What follows belongs to an exercise in optimizing a design on an open flow for small area; a production flow would make more cautious choices. RTL that was checked went through simulation tests only; none was proved equivalent to the original. Power figures rest on the tool's default switching activity, not on a simulated workload.

==> 11-22: inputs <==
==> flow/design.v (excerpt) <==
module	rtcclock #(
		parameter	DEFAULT_SPEED = 32'd2814750  
	) (
		input	wire		i_clk, i_reset,
		input	wire		i_wb_cyc, i_wb_stb, i_wb_we,
		input	wire	[2:0]	i_wb_addr,
		input	wire	[31:0]	i_wb_data,
		input	wire	[3:0]	i_wb_sel,
		output	reg	[31:0]	o_data,
		output	wire	[31:0]	o_sseg,
		output	wire	[15:0]	o_led,
		output	wire		o_interrupt,
		output	wire		o_ppd,
		input	wire		i_hack
	);
	wire		wb_write = i_wb_stb && i_wb_we;
	reg		ck_wr, tm_wr, al_wr;
	reg	[25:0]	wr_data;
	reg	[2:0]	wr_valid;
	reg		wr_zero;
	reg	[1:0]	clock_display;
	always @(posedge i_clk)
	if (i_reset)
	begin
		ck_wr <= 1'b0;
		tm_wr <= 1'b0;
		al_wr <= 1'b0;
	end else begin
		ck_wr <= wb_write && (i_wb_addr == 3'b000);
		tm_wr <= wb_write && (i_wb_addr == 3'b001);
		al_wr <= wb_write && (i_wb_addr == 3'b011);
	end
	always @(posedge i_clk)
	begin
		wr_data     <= i_wb_data[25:0];
		wr_valid[0] <= (i_wb_sel[0])&&(i_wb_data[3:0] <= 4'h9)
				&&(i_wb_data[7:4] <= 4'h5);
		wr_valid[1] <= (i_wb_sel[1])&&(i_wb_data[11:8] <= 4'h9)
				&&(i_wb_data[15:12] <= 4'h5);
		wr_valid[2] <= (i_wb_sel[2])&&(i_wb_data[19:16] <= 4'h9)
				&&(i_wb_data[21:16] <= 6'h23);
		wr_zero <= (i_wb_data[23:0] == 0);
	end
  ...
Settings: LEC_CHECK=0, CAP_MARGIN=20, CORE_MARGIN=2, CORE_UTILIZATION=40, SLEW_MARGIN=20; clock period 10.0 ns.
standard.sh (not shown) runs the stock make flow with config.mk's settings and CLKGATE_MAP_FILE= SYNTH_SCRIPT=/design/flow/synth_recipe.tcl, a recipe that flattens the netlist after the stock synthesis.
==> flow/flow/run.sh <==
#!/bin/bash
# Own layout flow: the standard flow (standard.sh), with three changes.
#  1. After the standard synthesis, the combinational logic between the
#     registers is optimised and mapped again with area-oriented ABC
#     scripts (remap.sh).
#     Registers, full-adder cells and tie cells are kept as the standard
#     synthesis made them, with their names.
#  2. Ports are buffered with sky130_fd_sc_hd__buf_1 instead of the default.
#  3. The clock tree uses larger sink clusters and no dummy loads.
# Each tool's full output goes to a log file in this folder (synth.log,
# remap.log, layout.log); ORFS's own step logs stay under orfs/logs.
set -euo pipefail
HERE=$(pwd)
RES=$HERE/orfs/results/$FLOW_PLATFORM/rtcclock/base
VARS=(
  "BUFFER_PORTS_ARGS=-buffer_cell sky130_fd_sc_hd__buf_1"
  "CTS_ARGS=-sink_clustering_enable -repair_clock_nets -sink_clustering_size 18 -sink_clustering_max_diameter 100 -buf_list sky130_fd_sc_hd__clkbuf_8 -dont_use_dummy_load"
)

bash standard.sh "${VARS[@]}" synth > synth.log 2>&1

cp "$RES/1_2_yosys.v" "$HERE/standard_synth.v"
# The deep AIG optimisation is bounded in time; should it fail, the plain
# area mapping is used, and should that fail too, the standard netlist.
if timeout 1200 bash flow/remap.sh "$HERE/standard_synth.v" "$HERE/remapped.v" deep > remap.log 2>&1; then
  cp "$HERE/remapped.v" "$RES/1_2_yosys.v"
elif timeout 600 bash flow/remap.sh "$HERE/standard_synth.v" "$HERE/remapped.v" plain > remap_plain.log 2>&1; then
  cp "$HERE/remapped.v" "$RES/1_2_yosys.v"
fi
rm -f "$RES/1_synth.odb" "$RES/1_synth.sdc"

bash standard.sh "${VARS[@]}" finish > layout.log 2>&1
==> flow/flow/remap.sh <==
#!/bin/bash
# remap.sh IN.v OUT.v [deep|plain]: maps the combinational logic of a
# synthesized netlist again with an area-oriented ABC script; "deep" first
# shrinks the logic with ABC's &deepsyn for up to a minute.  Flip-flops,
# full-adder cells and tie cells stay as they are, with their instance
# names; half adders are mapped again with the rest of the logic.
set -euo pipefail
IN=$1; OUT=$2; MODE=${3:-plain}
MAP="&get,-n;&dch,-f;&nf,-R,1000,-p,-F,4;&put;topo"
if [[ $MODE == deep ]]; then
  SCRIPT="+strash;&get,-n;&deepsyn,-T,60;&put;$MAP"
else
  SCRIPT="+strash;dc2;dc2;$MAP"
fi
LIB=$FLOW_HOME/platforms/$FLOW_PLATFORM/lib/sky130_fd_sc_hd__tt_025C_1v80.lib
# The platform's don't-use cells (DONT_USE_CELLS) that are in the library
DONTUSE=$(grep -oE 'cell *\( *"?sky130_fd_sc_hd__(lpflow_[a-z0-9_]+|probec?_p_8)' "$LIB" \
  | sed -E 's/.*(sky130_fd_sc_hd__[a-z0-9_]+)/-dont_use \1/' | tr '\n' ' ')
cat > remap.ys <<EOY
read_liberty -ignore_miss_func $LIB
read_verilog $IN
hierarchy -top $FLOW_TOP
setattr -mod -set keep_hierarchy 1 sky130_fd_sc_hd__df* sky130_fd_sc_hd__edf* sky130_fd_sc_hd__fa_* sky130_fd_sc_hd__conb_*
flatten
opt_clean
abc -liberty $LIB $DONTUSE -script $SCRIPT $FLOW_TOP
opt_clean
splitnets
opt_clean -purge
hilomap -singleton -hicell sky130_fd_sc_hd__conb_1 HI -locell sky130_fd_sc_hd__conb_1 LO
insbuf -buf sky130_fd_sc_hd__buf_1 A X
select $FLOW_TOP
write_verilog -noattr -nohex -nodec -selected $OUT
EOY
yosys -s remap.ys
# The result must be made of library cells only
yosys -p "read_liberty -lib $LIB; read_verilog $OUT; hierarchy -check -top $FLOW_TOP; check -assert -mapped; stat -liberty $LIB"
==> inputs of 06-12, as changes to 11-22 <==
--- a/flow/design.v
+++ b/flow/design.v
@@ -8,33 +8,16 @@
 	assign	o_map[6] = ~C | ~(B ^ A);			 
 	assign	o_map[5] = C | ~B | A;				 
 	assign	o_map[4] = D | (~C & ~A) | (~C & B) | (B & ~A)
 				| (C & ~B & A);			 
 	assign	o_map[3] = ~A & (~C | B);			 
 	assign	o_map[2] = D | (~B & ~A) | (C & ~B) | (C & ~A);	 
 	assign	o_map[1] = D | (B ^ C) | (C & ~A);		 
 endmodule
-`default_nettype none
-module	rtcinc #(
-		parameter	W = 8
-	) (
-		input	wire	[W-1:0]	i_a,
-		input	wire		i_ci,
-		output	wire	[W-1:0]	o_sum
-	);
-	wire	[W:0]	c;
-	assign	c[0] = i_ci;
-	genvar	k;
-	generate for(k=0; k<W; k=k+1)
-	begin : RIPPLE
-		assign	o_sum[k] = i_a[k] ^ c[k];
-		assign	c[k+1]   = i_a[k] & c[k];
-	end endgenerate
-endmodule
 `default_nettype	none
 module	rtcclock #(
 		parameter	DEFAULT_SPEED = 32'd2814750  
 	) (
 		input	wire		i_clk, i_reset,
 		input	wire		i_wb_cyc, i_wb_stb, i_wb_we,
 		input	wire	[2:0]	i_wb_addr,
 		input	wire	[31:0]	i_wb_data,
@@ -75,24 +58,28 @@
 		wr_zero <= (i_wb_data[23:0] == 0);
 	end
 	always @(posedge i_clk)
 	if (i_reset)
 		clock_display <= 2'b00;
 	else if (wb_write && (i_wb_addr == 3'b000) && i_wb_sel[3])
 		clock_display <= i_wb_data[25:24];
 	reg	[21:0]	wr_data2;
-	reg	[2:0]	ck_pv, al_pv;
+	reg	[2:0]	wr_pv;
+	reg		wr_pv_al;
+	wire	[2:0]	ck_pv, al_pv;
 	always @(posedge i_clk)
 		wr_data2 <= wr_data[21:0];
 	always @(posedge i_clk)
 	begin
-		ck_pv <= (ck_wr) ? wr_valid : 3'b0;
-		al_pv <= (al_wr) ? wr_valid : 3'b0;
+		wr_pv    <= (ck_wr || al_wr) ? wr_valid : 3'b0;
+		wr_pv_al <= al_wr;
 	end
+	assign	ck_pv = (wr_pv_al) ? 3'b0 : wr_pv;
+	assign	al_pv = (wr_pv_al) ? wr_pv : 3'b0;
 	reg	[31:0]	ckspeed;
 	localparam	LOW = 18;
 	reg	[LOW-1:0]	ck_lo;
 	reg	[39-LOW:0]	ck_hi;
 	reg		ck_mid, ck_hc;
 	wire		ck_carry, ck_late;
 	reg	[7:0]	ck_sub;
 	wire		ck_pps;
@@ -139,17 +126,20 @@
 	if (i_reset)
 		ck_sub <= 8'h0;
 	else if (ck_carry)
 		ck_sub <= ck_sub_inc;
 	assign	ck_pps = ck_carry && (&ck_sub);
 	reg	[6:0]	ck_sec, ck_min;
 	reg	[5:0]	ck_hr;
 	wire	[21:0]	clock_data;
-	reg	[2:0]	suppressed, suppress_count;
+	reg	[2:0]	suppress_count;
+	reg	[1:0]	sup_level;
+	wire	[2:0]	suppressed;
+	wire	[1:0]	pv_level;
 	reg		pre_ppd, ck_ppm;
 	reg	[6:0]	nx_sec, nx_min;
 	reg	[5:0]	nx_hr;
 	wire	[5:0]	ck_cy;
 	assign	clock_data = { ck_hr, 1'b0, ck_min, 1'b0, ck_sec };
 	assign	ck_cy[0] = ck_sec[3] && ck_sec[0];
 	assign	ck_cy[1] = ck_cy[0] && ck_sec[6] && ck_sec[4];
 	assign	ck_cy[2] = ck_cy[1] && ck_min[3] && ck_min[0];
@@ -165,31 +155,34 @@
 				: ck_min[3:0] + { 3'b0, ck_cy[1] };
 		nx_min[6:4] = (ck_cy[3]) ? 3'h0
 				: ck_min[6:4] + { 2'b0, ck_cy[2] };
 		nx_hr[3:0]  = (ck_cy[4] || ck_cy[5]) ? 4'h0
 				: ck_hr[3:0] + { 3'b0, ck_cy[3] };
 		nx_hr[5:4]  = (ck_cy[5]) ? 2'h0
 				: ck_hr[5:4] + { 1'b0, ck_cy[4] };
 	end
+	assign	pv_level = (ck_pv[0]) ? 2'd3 : (ck_pv[1]) ? 2'd2
+				: (ck_pv[2]) ? 2'd1 : 2'd0;
+	assign	suppressed = { (sup_level != 2'd0), sup_level[1],
+				(sup_level == 2'd3) };
 	always @(posedge i_clk)
 	if (i_reset)
 	begin
-		suppressed <= 3'h7;
+		sup_level <= 2'd3;
 		suppress_count <= 3'h5;
 	end else if (|ck_pv)
 	begin
-		suppressed[0] <= (suppressed[0])||(ck_pv[  0]!=1'b0);
-		suppressed[1] <= (suppressed[1])||(ck_pv[1:0]!=2'b00);
-		suppressed[2] <= (suppressed[2])||(ck_pv[2:0]!=3'b000);
+		if (pv_level > sup_level)
+			sup_level <= pv_level;
 		suppress_count <= 3'h5;
 	end else if (suppress_count > 0)
 		suppress_count <= suppress_count - 1;
 	else
-		suppressed <= 0;
+		sup_level <= 2'd0;
 	always @(posedge i_clk)
 	if (i_reset)
 	begin
 		ck_sec <= 7'h0;
 		ck_min <= 7'h0;
 		ck_hr  <= 6'h0;
 	end else begin
 		if (ck_pps)
==> flow/flow/run.sh (replaced) <==
#!/bin/bash
# Own layout flow: the standard flow (standard.sh), with three changes.
#  1. After the standard synthesis, the combinational logic between the
#     registers is optimised and mapped again with area-oriented ABC
#     scripts (remap.sh): four recipes of ABC's &deepsyn run side by side,
#     and the netlist with the least cell area is laid out.
#     Registers, full-adder cells and tie cells are kept as the standard
#     synthesis made them, with their names.
#  2. Ports are buffered with sky130_fd_sc_hd__buf_1 instead of the default.
#  3. The clock tree uses larger sink clusters and no dummy loads.
# Each tool's full output goes to a log file in this folder (synth.log,
# remap/*/remap.log, layout.log); ORFS's own step logs stay under orfs/logs.
set -euo pipefail
HERE=$(pwd)
RES=$HERE/orfs/results/$FLOW_PLATFORM/rtcclock/base
VARS=(
  "BUFFER_PORTS_ARGS=-buffer_cell sky130_fd_sc_hd__buf_1"
  "CTS_ARGS=-sink_clustering_enable -repair_clock_nets -sink_clustering_size 16 -sink_clustering_max_diameter 80 -buf_list sky130_fd_sc_hd__clkbuf_4 sky130_fd_sc_hd__clkbuf_8 -dont_use_dummy_load"
)

bash standard.sh "${VARS[@]}" synth > synth.log 2>&1

cp "$RES/1_2_yosys.v" "$HERE/standard_synth.v"

# Remapping: each recipe in a folder of its own, bounded in time.  Should all
# fail, the plain area mapping is used, and should that fail too, the
# standard netlist.
RECIPES=("0 3" "0 3 5" "0" "0 7")
mkdir -p remap
for i in "${!RECIPES[@]}"; do
  mkdir -p "remap/r$i"
  ( timeout 900 bash flow/remap.sh "$HERE/standard_synth.v" "$HERE/remap/r$i/out.v" \
      "${RECIPES[$i]}" > "remap/r$i/remap.log" 2>&1 \
    && grep "Chip area" "remap/r$i/remap.log" | tail -1 | awk '{print $NF}' > "remap/r$i/area" ) || true &
done
wait
BEST=""
BEST_AREA=""
for i in "${!RECIPES[@]}"; do
  if [[ -s "remap/r$i/area" ]]; then
    a=$(cat "remap/r$i/area")
    if [[ -z $BEST_AREA ]] || awk -v a="$a" -v b="$BEST_AREA" 'BEGIN{exit !(a < b)}'; then
      BEST=$i; BEST_AREA=$a
    fi
  fi
done
if [[ -n $BEST ]]; then
  echo "remap: recipe ${RECIPES[$BEST]} gives $BEST_AREA um2" > remap/chosen.txt
  cp "remap/r$BEST/out.v" "$RES/1_2_yosys.v"
else
  mkdir -p remap/plain
  if timeout 600 bash flow/remap.sh "$HERE/standard_synth.v" "$HERE/remap/plain/out.v" plain \
      > remap/plain/remap.log 2>&1; then
    echo "remap: plain" > remap/chosen.txt
    cp "remap/plain/out.v" "$RES/1_2_yosys.v"
  else
    echo "remap: none, standard netlist" > remap/chosen.txt
  fi
fi
rm -f "$RES/1_synth.odb" "$RES/1_synth.sdc"

bash standard.sh "${VARS[@]}" finish > layout.log 2>&1
==> flow/flow/remap.sh (replaced) <==
#!/bin/bash
# remap.sh IN.v OUT.v RECIPE: maps the combinational logic of a synthesized
# netlist again with an area-oriented ABC script.  RECIPE is "plain" or a
# list of &deepsyn seeds (e.g. "0 3"): one round of ABC's &deepsyn, of up
# to a minute, for each seed, before the mapping.  Flip-flops, full-adder
# cells and tie cells stay as they are, with their instance names; half
# adders are mapped again with the rest of the logic.  The work files
# (remap.ys) go to the folder of OUT.v.
set -euo pipefail
IN=$1; OUT=$2; RECIPE=$3
MAP="&get,-n;&dch,-f;&nf,-R,1000,-p,-F,4;&put;topo"
if [[ $RECIPE == plain ]]; then
  SCRIPT="+strash;dc2;dc2;$MAP"
else
  SCRIPT="+strash"
  for s in $RECIPE; do
    SCRIPT="$SCRIPT;&get,-n;&deepsyn,-T,60,-S,$s;&put"
  done
  SCRIPT="$SCRIPT;$MAP"
fi
LIB=$FLOW_HOME/platforms/$FLOW_PLATFORM/lib/sky130_fd_sc_hd__tt_025C_1v80.lib
# The platform's don't-use cells (DONT_USE_CELLS) that are in the library
DONTUSE=$(grep -oE 'cell *\( *"?sky130_fd_sc_hd__(lpflow_[a-z0-9_]+|probec?_p_8)' "$LIB" \
  | sed -E 's/.*(sky130_fd_sc_hd__[a-z0-9_]+)/-dont_use \1/' | tr '\n' ' ')
YS=$(dirname "$OUT")/remap.ys
cat > "$YS" <<EOY
read_liberty -ignore_miss_func $LIB
read_verilog $IN
hierarchy -top $FLOW_TOP
setattr -mod -set keep_hierarchy 1 sky130_fd_sc_hd__df* sky130_fd_sc_hd__edf* sky130_fd_sc_hd__fa_* sky130_fd_sc_hd__conb_*
flatten
opt_clean
abc -liberty $LIB $DONTUSE -script $SCRIPT $FLOW_TOP
opt_clean
splitnets
opt_clean -purge
hilomap -singleton -hicell sky130_fd_sc_hd__conb_1 HI -locell sky130_fd_sc_hd__conb_1 LO
insbuf -buf sky130_fd_sc_hd__buf_1 A X
select $FLOW_TOP
write_verilog -noattr -nohex -nodec -selected $OUT
EOY
yosys -s "$YS"
# The result must be made of library cells only; its area is the last
# "Chip area" line of the log
yosys -p "read_liberty -lib $LIB; read_verilog $OUT; hierarchy -check -top $FLOW_TOP; check -assert -mapped; stat -liberty $LIB"
==> inputs of 12-21, as changes to 11-22 <==
--- a/flow/design.v
+++ b/flow/design.v
@@ -203,30 +203,30 @@
 		end
 		if (ck_pv[0])
 			ck_sec <= wr_data2[6:0];
 		if (ck_pv[1])
 			ck_min <= wr_data2[14:8];
 		if (ck_pv[2])
 			ck_hr  <= wr_data2[21:16];
 	end
+	always @(posedge i_clk)
+		pre_ppd <= ck_hr[5] && ck_hr[1] && ck_hr[0]
+			&& ck_min[6] && ck_min[4] && ck_min[3] && ck_min[0]
+			&& ck_sec[6] && ck_sec[4] && ck_sec[3] && ck_sec[0];
+	always @(posedge i_clk)
+		ck_ppm <= ck_min[6] && ck_min[4] && ck_min[3] && ck_min[0];
 	reg	[6:0]	lst_sec, lst_min;
 	reg	[5:0]	lst_hr;
 	always @(posedge i_clk)
 	begin
 		lst_sec <= ck_sec;
 		lst_min <= ck_min;
 		lst_hr  <= ck_hr;
 	end
-	always @(*)
-		pre_ppd = lst_hr[5] && lst_hr[1] && lst_hr[0]
-			&& lst_min[6] && lst_min[4] && lst_min[3] && lst_min[0]
-			&& lst_sec[6] && lst_sec[4] && lst_sec[3] && lst_sec[0];
-	always @(*)
-		ck_ppm = lst_min[6] && lst_min[4] && lst_min[3] && lst_min[0];
 	reg	[6:0]	tm_s, tm_m;
 	reg	[7:0]	tm_h;
 	reg	[6:0]	tn_s, tn_m;
 	reg	[7:0]	tn_h;
 	wire	[4:0]	tm_cy;
 	wire	[23:0]	bcd_timer;
 	wire		last_tick, tm_pps, tm_nonzero;
 	reg	[7:0]	tm_sub;
==> flow/flow/run.sh (replaced) <==
#!/bin/bash
# Own layout flow: the standard flow (standard.sh), with three changes.
#  1. After the standard synthesis, the combinational logic between the
#     registers is mapped again with an area-oriented ABC script (remap.sh).
#     Registers, adder cells and tie cells are kept as the standard
#     synthesis made them, with their names.
#  2. Ports are buffered with sky130_fd_sc_hd__buf_1 instead of the default.
#  3. The clock tree uses larger sink clusters and no dummy loads.
# Each tool's full output goes to a log file in this folder (synth.log,
# remap.log, layout.log); ORFS's own step logs stay under orfs/logs.
set -euo pipefail
HERE=$(pwd)
RES=$HERE/orfs/results/$FLOW_PLATFORM/rtcclock/base
VARS=(
  "BUFFER_PORTS_ARGS=-buffer_cell sky130_fd_sc_hd__buf_1"
  "CTS_ARGS=-sink_clustering_enable -repair_clock_nets -sink_clustering_size 20 -sink_clustering_max_diameter 80 -buf_list sky130_fd_sc_hd__clkbuf_16 -dont_use_dummy_load"
)

bash standard.sh "${VARS[@]}" synth > synth.log 2>&1

cp "$RES/1_2_yosys.v" "$HERE/standard_synth.v"
bash flow/remap.sh "$HERE/standard_synth.v" "$HERE/remapped.v" > remap.log 2>&1
cp "$HERE/remapped.v" "$RES/1_2_yosys.v"
rm -f "$RES/1_synth.odb" "$RES/1_synth.sdc"

bash standard.sh "${VARS[@]}" finish > layout.log 2>&1
==> flow/flow/remap.sh (replaced) <==
#!/bin/bash
# remap.sh IN.v OUT.v: maps the combinational logic of a synthesized netlist
# again with an area-oriented ABC script.  Flip-flops, adder cells and tie
# cells stay as they are, with their instance names.
set -euo pipefail
IN=$1; OUT=$2
LIB=$FLOW_HOME/platforms/$FLOW_PLATFORM/lib/sky130_fd_sc_hd__tt_025C_1v80.lib
# The platform's don't-use cells (DONT_USE_CELLS) that are in the library
DONTUSE=$(grep -oE 'cell *\( *"?sky130_fd_sc_hd__(lpflow_[a-z0-9_]+|probec?_p_8)' "$LIB" \
  | sed -E 's/.*(sky130_fd_sc_hd__[a-z0-9_]+)/-dont_use \1/' | tr '\n' ' ')
cat > remap.ys <<EOY
read_liberty -ignore_miss_func $LIB
read_verilog $IN
hierarchy -top $FLOW_TOP
setattr -mod -set keep_hierarchy 1 sky130_fd_sc_hd__df* sky130_fd_sc_hd__edf* sky130_fd_sc_hd__fa_* sky130_fd_sc_hd__ha_* sky130_fd_sc_hd__conb_*
flatten
opt_clean
abc -liberty $LIB $DONTUSE -script +strash;dc2;dc2;dch,-f;amap;topo
opt_clean
splitnets
opt_clean -purge
hilomap -singleton -hicell sky130_fd_sc_hd__conb_1 HI -locell sky130_fd_sc_hd__conb_1 LO
insbuf -buf sky130_fd_sc_hd__buf_4 A X
select $FLOW_TOP
write_verilog -noattr -nohex -nodec -selected $OUT
EOY
yosys -s remap.ys
# The result must be made of library cells only
yosys -p "read_liberty -lib $LIB; read_verilog $OUT; hierarchy -check -top $FLOW_TOP; check -assert -mapped; stat -liberty $LIB"
==> inputs of 05-09, as changes to 11-22 <==
--- a/flow/flow/run.sh
+++ b/flow/flow/run.sh
@@ -9,17 +9,17 @@
 #  3. The clock tree uses larger sink clusters and no dummy loads.
 # Each tool's full output goes to a log file in this folder (synth.log,
 # remap.log, layout.log); ORFS's own step logs stay under orfs/logs.
 set -euo pipefail
 HERE=$(pwd)
 RES=$HERE/orfs/results/$FLOW_PLATFORM/rtcclock/base
 VARS=(
   "BUFFER_PORTS_ARGS=-buffer_cell sky130_fd_sc_hd__buf_1"
-  "CTS_ARGS=-sink_clustering_enable -repair_clock_nets -sink_clustering_size 18 -sink_clustering_max_diameter 100 -buf_list sky130_fd_sc_hd__clkbuf_8 -dont_use_dummy_load"
+  "CTS_ARGS=-sink_clustering_enable -repair_clock_nets -sink_clustering_size 16 -sink_clustering_max_diameter 80 -buf_list sky130_fd_sc_hd__clkbuf_8 -dont_use_dummy_load"
 )
 
 bash standard.sh "${VARS[@]}" synth > synth.log 2>&1
 
 cp "$RES/1_2_yosys.v" "$HERE/standard_synth.v"
 # The deep AIG optimisation is bounded in time; should it fail, the plain
 # area mapping is used, and should that fail too, the standard netlist.
 if timeout 1200 bash flow/remap.sh "$HERE/standard_synth.v" "$HERE/remapped.v" deep > remap.log 2>&1; then
==> qor summary <==
FMAX: 12-21 132 MHz; 11-22 137 MHz; 06-12 -; 05-09 137 MHz
CTS H-tree depth: 12-21 1; 11-22 1; 06-12 -; 05-09 1
Number of inserted diodes: 12-21 2; 11-22 0; 06-12 -; 05-09 1
Fraction of final layout cells sized beyond drive strength 1: 12-21 0.0234; 11-22 0.0289; 06-12 -; 05-09 0.0308
Internal power consumption: 12-21 2.31 mW; 11-22 2.08 mW; 06-12 -; 05-09 2.10 mW
Clock period minus worst slack: 12-21 7590 ps; 11-22 7300 ps; 06-12 -; 05-09 7310 ps
Result of the run: 12-21 no timing/DRC/antenna violations; 11-22 no timing/DRC/antenna violations; 06-12 did not finish; 05-09 no timing/DRC/antenna violations
Stage where the flow stopped: 12-21 -; 11-22 -; 06-12 clock tree synthesis; 05-09 -
Sum of negative setup slack: 12-21 0 ps; 11-22 0 ps; 06-12 -; 05-09 0 ps
DR vias/cell: 12-21 5.74; 11-22 5.72; 06-12 -; 05-09 5.73
# clk buffers: 12-21 25; 11-22 26; 06-12 -; 05-09 29
Critical path endpoint category: 12-21 flip-flop; 11-22 flip-flop; 06-12 -; 05-09 flip-flop
TritonCTS buffer count: 12-21 25; 11-22 26; 06-12 -; 05-09 29
End of the worst hold path: 12-21 h_sseg2[11]; 11-22 h_sseg2[12]; 06-12 -; 05-09 h_sseg2[12]
Total met3 wirelength after detailed routing: 12-21 4.48 mm; 11-22 3.93 mm; 06-12 -; 05-09 3.89 mm
Power attributed to the clock group: 12-21 975 uW; 11-22 729 uW; 06-12 -; 05-09 768 uW
Most numerous cell on the critical path: 12-21 fa_1; 11-22 fa_1; 06-12 -; 05-09 fa_1
Initial antenna violation count: 12-21 1; 11-22 1; 06-12 -; 05-09 1
Starting density of the core: 12-21 0.403; 11-22 0.406; 06-12 0.405; 05-09 0.406
First-pass GRT wire length: 12-21 73.5 mm; 11-22 66.8 mm; 06-12 -; 05-09 67.2 mm
Hold/Removal Path Class: 12-21 reg -> reg; 11-22 reg -> reg; 06-12 -; 05-09 reg -> reg
Worst vdd ir: 12-21 0.121 mV; 11-22 0.126 mV; 06-12 -; 05-09 0.109 mV
Uppermost routed layer: 12-21 met4; 11-22 met4; 06-12 -; 05-09 met4
Final hold vios: 12-21 0; 11-22 0; 06-12 -; 05-09 0
Unrepaired setup endpoints after global routing: 12-21 no; 11-22 no; 06-12 -; 05-09 no
Portion of the layout cell area used by clock cells: 12-21 0.0352; 11-22 0.0220; 06-12 -; 05-09 0.0244
Net Count, Synth: 12-21 1,719; 11-22 1,449; 06-12 1,462; 05-09 1,449
Setup slack after layout: 12-21 2410 ps; 11-22 2700 ps; 06-12 -; 05-09 2690 ps
No functional check of the RTL was part of 06-12.

==> separate check: timing with driven ports <==
The flow's constraints put no driver on any port. The routed layouts listed below were extracted and timed again, unchanged, in two steps.
Step 1 sets driving cells, clkbuf_16 on the clock port and buf_2 on the other inputs (assumed; they add their load-dependent delay and slew).
Step 2 adds t to the input delays and takes it off the output delays; t is the mean of the earliest and latest rising clock arrival at the registers after step 1. Input paths then give back, and output paths get back, about the clock's delay inside the block.
a / b / c = ideal ports / drivers / drivers and shift; a / b = the first two.
| run | shift t [ns] | setup WS [ns] | hold slack, ns | worst setup path at the end |
|---|---|---|---|---|
| 11-22 | 0.660 | 2.701 / 2.701 / 2.701 | 0.334 / 0.334 / 0.334 | register to register |
| 12-21 | 0.605 | 2.406 / 2.406 / 2.406 | 0.309 / 0.309 / 0.309 | register to register |
| 05-09 | 0.661 | 2.690 / 2.690 / 2.690 | 0.333 / 0.333 / 0.333 | register to register |
After both steps every run listed still meets setup and hold.
